From an optimization exercise on the open Yosys and OpenROAD flow, aimed at a short achievable clock period and few clock cycles; shortcuts taken in it are not production practice.
Only simulation tests tie the RTL to the original design; equivalence was not proved.
No activity file was given, so power comes from the tool's default toggle rates.

== exp/juniper ==
==> flow/design.v (excerpt) <==
module top(
    input  logic        clk,
    input  logic        rst,
    output logic [13:0] im_addr,
    input  logic [31:0] im_rdata,
    output logic        dm_cs,
    output logic        dm_oe,
    output logic [3:0]  dm_web,
    output logic [13:0] dm_addr,
    output logic [31:0] dm_wdata,
    input  logic [31:0] dm_rdata
);
Settings: LEC_CHECK=0, ABC_CLOCK_PERIOD_IN_PS=3000, CAP_MARGIN=20, CORE_MARGIN=2, CORE_UTILIZATION=45, CTS_CLUSTER_SIZE=30, SLEW_MARGIN=20; clock period 11.0 ns.
standard.sh (not shown) runs the stock make flow with config.mk's settings and CLKGATE_MAP_FILE= SYNTH_SCRIPT=/design/flow/synth_recipe.tcl, a recipe that flattens the netlist after the stock synthesis.
==> flow/flow/run.sh <==
#!/bin/bash
# The standard layout (standard.sh: the same make targets and scripts),
# with two knobs changed through the environment:
#  * SETUP_SLACK_MARGIN: repair_timing keeps a 7.5 ns setup margin, so it
#    keeps working on the critical paths past the 11 ns constraint;
#  * ADDER_MAP_FILE empty: yosys does not turn XORs into sky130 half/full
#    adder cells, which ABC cannot optimise through; ABC maps them instead.
# Register names and types are those of the standard synthesis.
set -euo pipefail
export SETUP_SLACK_MARGIN=7.5
export ADDER_MAP_FILE=
bash standard.sh > standard.log 2>&1
Testbench counts of exp/juniper, summed over its fixed seeds: cycles 111,533.
Edits applied to the flow inputs when going from exp/juniper to exp/fjord:
--- a/flow/design.v
+++ b/flow/design.v
@@ -50,23 +50,23 @@
 );
     localparam int NB = 16;           
     localparam int IB = 4;            
     localparam int TB = 6;            
     logic [31:1] pc;
     logic        D_valid, D_pred, D_sredir;
     logic [31:1] D_ptgt;
     logic [31:0] D_off;
     logic [31:0] D_instr;
     logic [31:1] D_pc, D_pc4;
     logic        E_valid, E_pred, E_we;
-    logic [31:1] E_ptgt;
+    logic        E_tgtok;
     logic [4:0]  E_rd;
     logic [31:0] E_rs1v, E_rs2v, E_bv, E_pass;
     logic        E_fA, E_fB, E_fS;    
     logic        E_sub, E_sra;
     logic        E_r_add, E_r_sll, E_r_slt, E_r_sltu, E_r_xor, E_r_sr, E_r_or, E_r_and, E_r_pass;
     logic        E_br, E_jal, E_jalr, E_load, E_store;
     logic        E_b_eq, E_b_ne, E_b_lt, E_b_ge, E_b_ltu, E_b_geu;
     logic [2:0]  E_f3;
     logic [31:1] E_pc, E_pc4, E_tgt;
     logic        M_we, M_load;
     logic [4:0]  M_rd;
@@ -236,23 +236,23 @@
                  ({32{E_r_sr}}   & sr_r)  |
                  ({32{E_r_or}}   & (A | B)) |
                  ({32{E_r_and}}  & (A & B)) |
                  ({32{E_r_pass}} & E_pass);
     assign res = ({32{E_r_add}} & sum) | res_o;
     logic cond;
     assign cond = (E_b_eq && eq) || (E_b_ne && !eq) || (E_b_lt && lt) ||
                   (E_b_ge && !lt) || (E_b_ltu && ltu) || (E_b_geu && !ltu);
     logic taken;
     assign taken = E_jal || (E_br && cond);
     logic e_tgtok;
-    assign e_tgtok = E_ptgt == E_tgt;
+    assign e_tgtok = E_tgtok;
     logic e_brv, e_jr, e_jbad, e_nbad;
     assign e_brv  = E_valid && E_br;
     assign e_jr   = E_valid && E_jalr && !E_pred;
     assign e_jbad = E_valid && E_jal && !(E_pred && e_tgtok);
     assign e_nbad = E_valid && E_pred && !(E_br || E_jal || E_jalr);
     logic redir_T, redir_N;
     assign redir_T = e_brv ? !(E_pred && e_tgtok) : (e_jr || e_jbad || e_nbad);
     assign redir_N = e_brv ? E_pred               : (e_jr || e_jbad || e_nbad);
     logic ex_redir;
     assign ex_redir = cond ? redir_T : redir_N;
     logic [31:1] tgt_T, tgt_N, tgt_X;
@@ -321,23 +321,23 @@
     always_ff @(posedge clk) begin
         if (!stall) begin
             D_instr <= im_rdata;
             D_pc    <= pc;
             D_pc4   <= pc4;
             D_pred  <= f_pred;
             D_ptgt  <= {pc[31:16], f_tgt};
             D_off   <= f_off;
             D_sredir <= f_static;
         end
         E_pred  <= d_jalr ? d_jfast : (D_pred || D_sredir);
-        E_ptgt  <= D_pred ? D_ptgt : d_tgt;
+        E_tgtok <= !D_pred || D_ptgt == d_tgt;
         E_we    <= d_we;
         E_rd    <= d_rd;
         E_rs1v  <= d_av;
         E_rs2v  <= d_sv;
         E_bv    <= d_bimm ? d_imm : d_sv;
         E_pass  <= d_pass;
         E_fA    <= d_fA;
         E_fS    <= d_fS;
         E_fB    <= d_fS && !d_bimm;
         E_sub   <= d_opr && D_instr[30] && d_f3 == 3'b000;
         E_sra   <= D_instr[30];
==> comparison <==
- Looking at exp/juniper and exp/fjord, the switching part of the total power is a wash.
- On fraction of power consumed by the clock network, exp/juniper and exp/fjord are basically level.
- The global placer's final weighted congestion was comparable across exp/juniper and exp/fjord.
- Of exp/juniper and exp/fjord, the run reporting the higher utilization after layout was exp/fjord.
- For the vias after detailed routing, exp/fjord came in 274 higher than exp/juniper did.
- Looking at total power, exp/fjord sits 4.6% below exp/juniper.
- Status: sequential element share of the synthesized area parity (exp/juniper, exp/fjord)
- On final critical path time including I/O delays and setup: between exp/juniper and exp/fjord, it ends up lower for exp/juniper.
- [diff] maximum clock rate, exp/fjord relative to exp/juniper: regression
- Relative to exp/juniper, the final cell area reported for exp/fjord is lower.
- Comparing exp/juniper and exp/fjord, the lower wire length on met3 was measured on exp/juniper.
- Delta (exp/fjord minus exp/juniper): share of total power in combinational logic went down by 0.6 points, worst-case clock buffer depth has remained practically unchanged, number of filler cells placed in the layout shows a reduction of 1.3%.
Testbench counts of exp/fjord, summed over its fixed seeds: cycles 111,533.

[separate check: timing with driven ports]
How much do the figures lean on ideal ports? The routed layouts below were timed once more, with nothing changed but the port constraints.
Step 1 (the two cells are an assumption about what drives the block):
set clk [get_ports {clk}]
set_driving_cell -lib_cell sky130_fd_sc_hd__clkbuf_16 $clk
set_driving_cell -lib_cell sky130_fd_sc_hd__buf_2 [delete_from_list [all_inputs] $clk]
Step 2 also shifts input and output timing later by t, the mid clock arrival at the registers, as if the neighbouring blocks saw the same clock.
a / b / c = ideal ports / drivers / drivers and shift; a / b = the first two.
run	shift t [ns]	slack for setup (ns)	slew at the worst register clock pin (ns)	pins driven straight from the clock port
exp/juniper	0.962	6.890 / 6.890 / 6.582	0.07 / 0.07	1
exp/fjord	0.985	6.870 / 6.870 / 6.524	0.07 / 0.07	1
After both steps setup and hold are still met in every run listed. For exp/fjord, which loses most, drivers alone change the setup slack by 0.000 ns; drivers and shift together by -0.346 ns.
